Source: an optimization exercise on an open RTL-to-GDS flow (aim: a short achievable clock period and few clock cycles). Production flows keep margins and buffers that such runs may drop.
Function was checked by simulation only, so behaviour that the tests miss may differ from the original.
Power figures rest on the tool's default switching activity, not on a simulated workload.

== cedar ==
==> flow/design.v (excerpt) <==
module riscv_single_cycle (
    input  wire        clk,
    input  wire        rst,
    output wire [31:0] imem_addr,
    input  wire [31:0] imem_rdata,
    output wire [31:0] dmem_addr,
    output wire [31:0] dmem_wdata,
    output wire        dmem_we,
    input  wire [31:0] dmem_rdata
);
    reg [31:0] rf [1:31];
    wire [1023:0] regs;
    assign regs[31:0] = 32'd0;
    genvar gi;
    generate
        for (gi = 1; gi < 32; gi = gi + 1) begin : rfw
            assign regs[gi*32 +: 32] = rf[gi];
        end
    endgenerate
    reg [31:0] pc;
    reg        fx_t;                 
    wire       fx = fx_t & ~((fx_imm == 20'hFFFFF) & fx_c | (fx_imm == 20'h00000) & ~fx_c);
    reg [19:0] fx_pc, fx_imm;
    reg        fx_c;
    reg        x_wr, x_ld, x_st, x_br, x_pred;
    reg [4:0]  x_rd;
    reg [31:0] x_a, x_b, x_bv, x_pc4;
    reg [11:0] x_lo;                 
    reg        x_c;
    reg [31:12] x_pchi, x_inc;
    reg        x_add, x_sub, x_slt, x_or, x_and, x_link;
    reg        x_1s, x_1d, x_1o, x_1n;
    reg        x_2s, x_2d, x_2o, x_2n;
    reg        x_vs, x_vd, x_vo, x_vn;
    reg        m_wr, m_ld, m_we, m_add, m_sub;
    reg [4:0]  m_rd;
    reg [31:0] m_sum, m_diff, m_oth, m_sd, m_addr;
    wire [31:0] ins = imem_rdata;
    wire [6:0]  f_op  = ins[6:0];
    wire [2:0]  f_f3  = ins[14:12];
    wire [4:0]  f_rd  = ins[11:7];
    wire [4:0]  f_rs1 = ins[19:15];
    wire [4:0]  f_rs2 = ins[24:20];
    wire f_isR = (f_op == 7'b0110011);
    wire f_isI = (f_op == 7'b0010011);
    wire f_isL = (f_op == 7'b0000011);
    wire f_isS = (f_op == 7'b0100011);
    wire f_isB = (f_op == 7'b1100011);
    wire f_isJ = (f_op == 7'b1101111);
    wire [31:0] immI = {{20{ins[31]}}, ins[31:20]};
    wire [31:0] immS = {{20{ins[31]}}, ins[31:25], ins[11:7]};
    wire [31:0] immB = {{20{ins[31]}}, ins[7], ins[30:25], ins[11:8], 1'b0};
  ...
Size in the first run: about 6,400 cells after synthesis, about 160 I/O pins, roughly 0.075 mm2 of cells after synthesis.
Settings: LEC_CHECK=0, ABC_CLOCK_PERIOD_IN_PS=2500, CAP_MARGIN=20, CORE_MARGIN=2, CORE_UTILIZATION=40, PLACE_DENSITY=0.6, SETUP_SLACK_MARGIN=5, SLEW_MARGIN=20, SYNTH_HIERARCHICAL=1, TNS_END_PERCENT=100; clock period 10.0 ns.
standard.sh (not shown) runs the stock make flow with config.mk's settings and CLKGATE_MAP_FILE= SYNTH_SCRIPT=/design/flow/synth_recipe.tcl, a recipe that flattens the netlist after the stock synthesis.
==> flow/flow/run.sh <==
#!/bin/bash
set -euo pipefail
MARGIN=6.8
sed -E "s/SETUP_SLACK_MARGIN=[0-9.]+/SETUP_SLACK_MARGIN=${MARGIN}/" standard.sh > standard_tight.sh
grep -q "SETUP_SLACK_MARGIN=${MARGIN}" standard_tight.sh
bash standard_tight.sh > make_flow.log 2>&1
Testbench counts of cedar, summed over its fixed seeds: cycles 53,980.
Input-level comparison between maple and cedar:
--- a/flow/design.v
+++ b/flow/design.v
@@ -171,25 +171,25 @@
     reg        x_wr, x_ld, x_st, x_br, x_pred;
     reg [4:0]  x_rd;
     reg [31:0] x_a, x_b, x_bv, x_pc4;
     reg [11:0] x_lo;                 
     reg        x_c;
     reg [31:12] x_pchi, x_inc;
     reg        x_add, x_sub, x_slt, x_or, x_and, x_link;
     reg        x_1s, x_1d, x_1o, x_1n;
     reg        x_2s, x_2d, x_2o, x_2n;
     reg        x_vs, x_vd, x_vo, x_vn;
     reg        m_wr, m_ld, m_we, m_add, m_sub;
     reg [4:0]  m_rd;
-    reg [31:0] m_sum, m_diff, m_oth, m_sd, m_addr;
+    reg [31:0] m_sum, m_diff, m_oth, m_sd;
     wire [31:0] ins = imem_rdata;
     wire [6:0]  f_op  = ins[6:0];
     wire [2:0]  f_f3  = ins[14:12];
     wire [4:0]  f_rd  = ins[11:7];
     wire [4:0]  f_rs1 = ins[19:15];
     wire [4:0]  f_rs2 = ins[24:20];
     wire f_isR = (f_op == 7'b0110011);
     wire f_isI = (f_op == 7'b0010011);
     wire f_isL = (f_op == 7'b0000011);
     wire f_isS = (f_op == 7'b0100011);
     wire f_isB = (f_op == 7'b1100011);
     wire f_isJ = (f_op == 7'b1101111);
@@ -265,25 +265,25 @@
     wire f_take = ~rst & ~fx & ~stall & f_jump;
     wire f_hold = ~rst & ~fx & stall;
     wire [19:0] fx_hi;
     rv_add20 fxa (.a(fx_pc), .b(fx_imm), .c(fx_c), .s(fx_hi));
     wire [31:0] pc_other = rst ? 32'd0 : fx ? {fx_hi, pc[11:0]} : pc4;
     wire [31:0] pc_f, pc_next;
     rv_pcsel pcs (.sel_b(f_take & ~f_isJ), .sel_j(f_take & f_isJ), .sel_h(f_hold),
                   .sel_o(~f_take & ~f_hold),
                   .tgt_b({pc[31:12], loB}), .tgt_j({pc[31:12], loJ}), .hold(pc),
                   .other(pc_other), .pc_next(pc_f));
     rv_mux32 pcr (.s(x_redirect & ~rst), .a(x_alt), .b(pc_f), .y(pc_next));
     assign imem_addr  = pc;
-    assign dmem_addr  = m_addr;      
+    assign dmem_addr  = m_sum;       
     assign dmem_wdata = m_sd;
     assign dmem_we    = m_we;
     always @(posedge clk) begin
         pc     <= pc_next;
         fx_t   <= f_take & ~x_redirect;
         fx_pc  <= pc[31:12];
         fx_imm <= f_isJ ? immJ[31:12] : immB[31:12];
         fx_c   <= f_isJ ? cJ : cB;
         x_wr     <= ~rst & f_go & f_wr;
         x_ld     <= ~rst & f_go & f_isL;
         x_st     <= ~rst & f_go & f_isS;
         x_br     <= ~rst & f_go & f_isB & ~f_same & ~f_b4;
@@ -306,17 +306,16 @@
         x_1s <= fw1 & x_add;  x_1d <= fw1 & x_sub;  x_1o <= fw1 & ~x_add & ~x_sub;  x_1n <= ~fw1;
         x_2s <= fw2 & x_add;  x_2d <= fw2 & x_sub;  x_2o <= fw2 & ~x_add & ~x_sub;  x_2n <= ~fw2;
         x_vs <= fwv & x_add;  x_vd <= fwv & x_sub;  x_vo <= fwv & ~x_add & ~x_sub;  x_vn <= ~fwv;
         m_wr   <= ~rst & x_wr;
         m_ld   <= x_ld;
         m_we   <= ~rst & x_st;
         m_rd   <= x_rd;
         m_add  <= x_add;
         m_sub  <= x_sub;
         m_sum  <= x_sum;
         m_diff <= x_diff;
         m_oth  <= x_oth;
-        m_addr <= (x_ld | x_st) ? x_sum : 32'd0;    
         m_sd   <= b2;
         if (m_wr) rf[m_rd] <= m_wdata;
     end
 endmodule
==> notes.md <==
When the final numbers for cedar and maple were put side by side, the total power after layout turned out to be greater in maple. Clock distribution area overhead in the final layout in maple is 0.35 points higher than in cedar. Instance area at placement came out lower on maple than on cedar. Of cedar and maple, the lower number of standard-cell rows in the floorplan belongs to maple. Summary: with cedar as the reference, width of the die in maple moved down slightly. There was hardly any difference in fraction of standard cell area that is sequential between cedar and maple. Changes observed in maple relative to cedar: core area went down by about 1.2%; global-route wire length before repair fell by 1.2%.
Testbench counts of maple, summed over its fixed seeds: cycles 53,980.

The RTL this note starts from:
==> flow/design.v <==
module rv_xor32 (input wire [31:0] a, input wire [31:0] b, output wire [31:0] y);
    assign y = a ^ b;
endmodule
module rv_xnor32 (input wire [31:0] a, input wire [31:0] b, output wire [31:0] y);
    assign y = ~(a ^ b);
endmodule
module rv_and32 (input wire [31:0] a, input wire [31:0] b, output wire [31:0] y);
    assign y = a & b;
endmodule
module rv_andn32 (input wire [31:0] a, input wire [31:0] b, output wire [31:0] y);
    assign y = a & ~b;
endmodule
module rv_carry (
    input  wire [31:0] g,
    input  wire [31:0] p,
    input  wire        cin,
    output wire [31:0] c
);
    wire [31:0] G [0:5];
    wire [31:0] P [0:5];
    assign G[0] = g;
    assign P[0] = p;
    genvar k, i;
    generate
        for (k = 0; k < 5; k = k + 1) begin : lvl
            for (i = 0; i < 32; i = i + 1) begin : bt
                if (i >= (1 << k)) begin : comb
                    assign G[k+1][i] = G[k][i] | (P[k][i] & G[k][i-(1<<k)]);
                    assign P[k+1][i] = P[k][i] & P[k][i-(1<<k)];
                end else begin : pass
                    assign G[k+1][i] = G[k][i];
                    assign P[k+1][i] = P[k][i];
                end
            end
        end
    endgenerate
    assign c = {G[5][30:0] | (P[5][30:0] & {31{cin}}), cin};
endmodule
module rv_add (input wire [31:0] a, input wire [31:0] b, output wire [31:0] s);
    wire [31:0] p, g, c;
    rv_xor32 px (.a(a), .b(b), .y(p));
    rv_and32 gx (.a(a), .b(b), .y(g));
    rv_carry cx (.g(g), .p(p), .cin(1'b0), .c(c));
    rv_xor32 sx (.a(p), .b(c), .y(s));
endmodule
module rv_sub (input wire [31:0] a, input wire [31:0] b, output wire [31:0] s);
    wire [31:0] p, g, c;
    rv_xnor32 px (.a(a), .b(b), .y(p));
    rv_andn32 gx (.a(a), .b(b), .y(g));
    rv_carry  cx (.g(g), .p(p), .cin(1'b1), .c(c));
    rv_xor32  sx (.a(p), .b(c), .y(s));
endmodule
module rv_alu (
    input  wire [31:0] a,
    input  wire [31:0] b,
    input  wire [31:0] pc4,
    input  wire        op_add,
    input  wire        op_sub,
    input  wire        op_slt,
    input  wire        op_or,
    input  wire        op_and,
    input  wire        op_link,
    output wire [31:0] res
);
    wire [31:0] sum, diff;
    rv_add add_u (.a(a), .b(b), .s(sum));
    rv_sub sub_u (.a(a), .b(b), .s(diff));
    rv_alu_out out_u (.a(a), .b(b), .sum(sum), .diff(diff), .pc4(pc4),
                      .op_add(op_add), .op_sub(op_sub), .op_slt(op_slt),
                      .op_or(op_or), .op_and(op_and), .op_link(op_link), .res(res));
endmodule
module rv_alu_out (
    input  wire [31:0] a,
    input  wire [31:0] b,
    input  wire [31:0] sum,
    input  wire [31:0] diff,
    input  wire [31:0] pc4,
    input  wire        op_add,
    input  wire        op_sub,
    input  wire        op_slt,
    input  wire        op_or,
    input  wire        op_and,
    input  wire        op_link,
    output wire [31:0] res
);
    wire lt = (a[31] ^ b[31]) ? a[31] : diff[31];
    assign res = ({32{op_add}}  & sum)
               | ({32{op_sub}}  & diff)
               | ({31'd0, op_slt & lt})
               | ({32{op_or}}   & (a | b))
               | ({32{op_and}}  & (a & b))
               | ({32{op_link}} & pc4);
endmodule
module rv_rf_read (
    input  wire [1023:0] regs,
    input  wire [4:0]    ra,
    input  wire          wen,
    input  wire [4:0]    wa,
    input  wire [31:0]   wd,
    output wire [31:0]   rd
);
    wire [31:0] r = regs[ra*32 +: 32];
    assign rd = (ra == 5'd0) ? 32'd0 : (wen & (wa == ra)) ? wd : r;
endmodule
module rv_eq32 (input wire [31:0] a, input wire [31:0] b, output wire eq);
    assign eq = (a == b);
endmodule
module riscv_single_cycle (
    input  wire        clk,
    input  wire        rst,
    output wire [31:0] imem_addr,
    input  wire [31:0] imem_rdata,
    output wire [31:0] dmem_addr,
    output wire [31:0] dmem_wdata,
    output wire        dmem_we,
    input  wire [31:0] dmem_rdata
);
    reg [31:0] rf [1:31];
    wire [1023:0] regs;
    assign regs[31:0] = 32'd0;
    genvar gi;
    generate
        for (gi = 1; gi < 32; gi = gi + 1) begin : rfw
            assign regs[gi*32 +: 32] = rf[gi];
        end
    endgenerate
    reg [31:0] pc;
    reg        x_wr, x_ld, x_st, x_br, x_pred;
    reg [4:0]  x_rd;
    reg [31:0] x_a, x_b, x_bv, x_pc4, x_alt;
    reg        x_add, x_sub, x_slt, x_or, x_and, x_link;
    reg        x_s1M, x_s2M, x_s2Mv;
    reg        m_wr, m_ld, m_we;
    reg [4:0]  m_rd;
    reg [31:0] m_res, m_sd;
    wire [31:0] ins = imem_rdata;
    wire [6:0]  f_op  = ins[6:0];
    wire [2:0]  f_f3  = ins[14:12];
    wire [4:0]  f_rd  = ins[11:7];
    wire [4:0]  f_rs1 = ins[19:15];
    wire [4:0]  f_rs2 = ins[24:20];
    wire f_isR = (f_op == 7'b0110011);
    wire f_isI = (f_op == 7'b0010011);
    wire f_isL = (f_op == 7'b0000011);
    wire f_isS = (f_op == 7'b0100011);
    wire f_isB = (f_op == 7'b1100011);
    wire f_isJ = (f_op == 7'b1101111);
    wire [31:0] immI = {{20{ins[31]}}, ins[31:20]};
    wire [31:0] immS = {{20{ins[31]}}, ins[31:25], ins[11:7]};
    wire [31:0] immB = {{20{ins[31]}}, ins[7], ins[30:25], ins[11:8], 1'b0};
    wire [31:0] immJ = {{12{ins[31]}}, ins[19:12], ins[20], ins[30:21], 1'b0};
    wire [31:0] pc4 = pc + 32'd4;
    wire [31:0] tgtB, tgtJ;
    rv_add addB (.a(pc), .b(immB), .s(tgtB));
    rv_add addJ (.a(pc), .b(immJ), .s(tgtJ));
    wire f_same  = (f_rs1 == f_rs2);
    wire f_b4    = (immB == 32'd4);
    wire f_predB = f_same | ins[31];
    wire f_jump  = f_isJ | (f_isB & f_predB);
    wire [31:0] f_tgt = f_isJ ? tgtJ : tgtB;
    wire f_use1 = f_isR | f_isI | f_isL | f_isS | f_isB;
    wire f_use2 = f_isR | f_isS | f_isB;
    wire f_wr   = (f_isR | f_isI | f_isL | f_isJ) & (f_rd != 5'd0);
    wire [31:0] m_wdata = m_ld ? dmem_rdata : m_res;
    wire [31:0] f_a, f_b;
    rv_rf_read rd1 (.regs(regs), .ra(f_rs1), .wen(m_wr), .wa(m_rd), .wd(m_wdata), .rd(f_a));
    rv_rf_read rd2 (.regs(regs), .ra(f_rs2), .wen(m_wr), .wa(m_rd), .wd(m_wdata), .rd(f_b));
    wire f_alu   = f_isR | f_isI;
    wire f_subop = f_alu & (f_f3 == 3'b000) & f_isR & ins[30];
    wire f_sltop = f_alu & (f_f3 == 3'b010);
    wire f_orop  = f_alu & (f_f3 == 3'b110);
    wire f_andop = f_alu & (f_f3 == 3'b111);
    wire f_addop = ~(f_subop | f_sltop | f_orop | f_andop | f_isJ);
    wire [31:0] a  = x_s1M  ? m_res : x_a;
    wire [31:0] b2 = x_s2M  ? m_res : x_b;
    wire [31:0] bs = x_s2Mv ? m_res : x_bv;
    wire [31:0] x_res;
    rv_alu alu (.a(a), .b(bs), .pc4(x_pc4),
                .op_add(x_add), .op_sub(x_sub), .op_slt(x_slt),
                .op_or(x_or), .op_and(x_and), .op_link(x_link), .res(x_res));
    wire eq_AB, eq_MB, eq_AM;
    rv_eq32 e0 (.a(x_a),   .b(x_b), .eq(eq_AB));
    rv_eq32 e1 (.a(m_res), .b(x_b), .eq(eq_MB));
    rv_eq32 e2 (.a(x_a), .b(m_res), .eq(eq_AM));
    wire x_eq = x_s1M ? (x_s2M | eq_MB) : (x_s2M ? eq_AM : eq_AB);
    wire x_redirect = x_br & (x_eq ^ x_pred);
    wire stall = x_ld & x_wr & ((f_use1 & (f_rs1 == x_rd)) | (f_use2 & (f_rs2 == x_rd)));
    wire f_go  = ~x_redirect & ~stall;
    assign imem_addr  = pc;
    assign dmem_addr  = m_res;
    assign dmem_wdata = m_sd;
    assign dmem_we    = m_we;
    always @(posedge clk) begin
        if (rst)             pc <= 32'd0;
        else if (x_redirect) pc <= x_alt;
        else if (stall)      pc <= pc;
        else if (f_jump)     pc <= f_tgt;
        else                 pc <= pc4;
        x_wr     <= ~rst & f_go & f_wr;
        x_ld     <= ~rst & f_go & f_isL;
        x_st     <= ~rst & f_go & f_isS;
        x_br     <= ~rst & f_go & f_isB & ~f_same & ~f_b4;
        x_pred   <= ins[31];
        x_rd     <= f_rd;
        x_a      <= f_a;
        x_b      <= f_b;
        x_bv     <= f_isR ? f_b : f_isS ? immS : immI;
        x_pc4    <= pc4;
        x_alt    <= ins[31] ? pc4 : tgtB;
        x_add    <= f_addop;
        x_sub    <= f_subop;
        x_slt    <= f_sltop;
        x_or     <= f_orop;
        x_and    <= f_andop;
        x_link   <= f_isJ;
        x_s1M    <= x_wr & (x_rd == f_rs1);
        x_s2M    <= x_wr & (x_rd == f_rs2);
        x_s2Mv   <= x_wr & (x_rd == f_rs2) & f_isR;
        m_wr  <= ~rst & x_wr;
        m_ld  <= x_ld;
        m_we  <= ~rst & x_st;
        m_rd  <= x_rd;
        m_res <= x_res;
        m_sd  <= b2;
        if (m_wr) rf[m_rd] <= m_wdata;
    end
endmodule
==> flow/config.mk <==
export PLATFORM = sky130hd
export DESIGN_NAME = riscv_single_cycle
export DESIGN_NICKNAME = riscv_single_cycle
export VERILOG_FILES = /design/flow/design.v
export SDC_FILE = /design/flow/constraint.sdc
export NUM_CORES = 4
export LEC_CHECK = 0
export ABC_CLOCK_PERIOD_IN_PS = 2500
export CAP_MARGIN = 20
export CORE_MARGIN = 2
export CORE_UTILIZATION = 40
export PLACE_DENSITY = 0.6
export SETUP_SLACK_MARGIN = 5
export SLEW_MARGIN = 20
export SYNTH_HIERARCHICAL = 1
export TNS_END_PERCENT = 100
==> flow/constraint.sdc <==
create_clock -name core_clock -period 10.0 [get_ports {clk}]
set_input_delay 2.0000 -clock core_clock [delete_from_list [all_inputs] [get_ports {clk}]]
set_output_delay 2.0000 -clock core_clock [all_outputs]
set_load 0.01 [all_outputs]
Scripts as last shown in full above: flow/flow/run.sh
Testbench counts at the start, summed over its fixed seeds: cycles 53,980.
Then changed:
--- a/flow/design.v
+++ b/flow/design.v
@@ -101,12 +101,23 @@
 );
     wire [31:0] r = regs[ra*32 +: 32];
     assign rd = (ra == 5'd0) ? 32'd0 : (wen & (wa == ra)) ? wd : r;
 endmodule
 module rv_eq32 (input wire [31:0] a, input wire [31:0] b, output wire eq);
     assign eq = (a == b);
+endmodule
+module rv_pcsel (
+    input  wire        sel_b,
+    input  wire        sel_j,
+    input  wire        sel_o,
+    input  wire [31:0] tgt_b,
+    input  wire [31:0] tgt_j,
+    input  wire [31:0] other,
+    output wire [31:0] pc_next
+);
+    assign pc_next = ({32{sel_b}} & tgt_b) | ({32{sel_j}} & tgt_j) | ({32{sel_o}} & other);
 endmodule
 module riscv_single_cycle (
     input  wire        clk,
     input  wire        rst,
     output wire [31:0] imem_addr,
     input  wire [31:0] imem_rdata,
@@ -154,13 +165,12 @@
     rv_add addB (.a(pc), .b(immB), .s(tgtB));
     rv_add addJ (.a(pc), .b(immJ), .s(tgtJ));
     wire f_same  = (f_rs1 == f_rs2);
     wire f_b4    = (immB == 32'd4);
     wire f_predB = f_same | ins[31];
     wire f_jump  = f_isJ | (f_isB & f_predB);
-    wire [31:0] f_tgt = f_isJ ? tgtJ : tgtB;
     wire f_use1 = f_isR | f_isI | f_isL | f_isS | f_isB;
     wire f_use2 = f_isR | f_isS | f_isB;
     wire f_wr   = (f_isR | f_isI | f_isL | f_isJ) & (f_rd != 5'd0);
     wire [31:0] m_wdata = m_ld ? dmem_rdata : m_res;
     wire [31:0] f_a, f_b;
     rv_rf_read rd1 (.regs(regs), .ra(f_rs1), .wen(m_wr), .wa(m_rd), .wd(m_wdata), .rd(f_a));
@@ -183,22 +193,23 @@
     rv_eq32 e1 (.a(m_res), .b(x_b), .eq(eq_MB));
     rv_eq32 e2 (.a(x_a), .b(m_res), .eq(eq_AM));
     wire x_eq = x_s1M ? (x_s2M | eq_MB) : (x_s2M ? eq_AM : eq_AB);
     wire x_redirect = x_br & (x_eq ^ x_pred);
     wire stall = x_ld & x_wr & ((f_use1 & (f_rs1 == x_rd)) | (f_use2 & (f_rs2 == x_rd)));
     wire f_go  = ~x_redirect & ~stall;
+    wire f_take = ~rst & ~x_redirect & ~stall & f_jump;
+    wire [31:0] pc_other = rst ? 32'd0 : x_redirect ? x_alt : stall ? pc : pc4;
+    wire [31:0] pc_next;
+    rv_pcsel pcs (.sel_b(f_take & ~f_isJ), .sel_j(f_take & f_isJ), .sel_o(~f_take),
+                  .tgt_b(tgtB), .tgt_j(tgtJ), .other(pc_other), .pc_next(pc_next));
     assign imem_addr  = pc;
     assign dmem_addr  = m_res;
     assign dmem_wdata = m_sd;
     assign dmem_we    = m_we;
     always @(posedge clk) begin
-        if (rst)             pc <= 32'd0;
-        else if (x_redirect) pc <= x_alt;
-        else if (stall)      pc <= pc;
-        else if (f_jump)     pc <= f_tgt;
-        else                 pc <= pc4;
+        pc <= pc_next;
         x_wr     <= ~rst & f_go & f_wr;
         x_ld     <= ~rst & f_go & f_isL;
         x_st     <= ~rst & f_go & f_isS;
         x_br     <= ~rst & f_go & f_isB & ~f_same & ~f_b4;
         x_pred   <= ins[31];
         x_rd     <= f_rd;
Design area is lower by 1.9%.
Wire length is lower by 2.5%.
Combinational power hardly moves.
Cell count is lower by 1.0%.
Power is about the same.
Global-route usage is lower by 0.56 points.
Testbench counts after the change, summed over its fixed seeds: cycles 53,980.

## afterwards: timing with drivers on the ports
How much do the figures lean on ideal ports? The routed layouts below were timed once more, with nothing changed but the port constraints. Step 1 (the two cells are an assumption about what drives the block):
set clk [get_ports {clk}]
set_driving_cell -lib_cell sky130_fd_sc_hd__clkbuf_16 $clk
set_driving_cell -lib_cell sky130_fd_sc_hd__buf_2 [delete_from_list [all_inputs] $clk]
Step 2 moves the port delays by t, midway between the first and last clock arrival at a register: inputs arrive t later, outputs are due t later. That takes back most of the time a late clock gives input paths. Three values: ideal, step 1, step 2; two values: the first two.
run | t, ns | setup slack, ns | worst data-port slew with drivers (ns)
cedar | 0.924 | 6.564 / 6.471 / 5.546 | 0.32
maple | 0.906 | 6.627 / 6.537 / 5.638 | 0.27
the first run of note 2 | 0.891 | 6.329 / 5.998 / 5.107 | 0.48
the second run of note 2 | 0.898 | 6.123 / 6.124 / 5.226 | 0.39
After both steps every run listed still meets setup and hold. The setup slack of the first run of note 2, which loses most, moves by -0.331 ns with the drivers and by -1.222 ns with both steps.
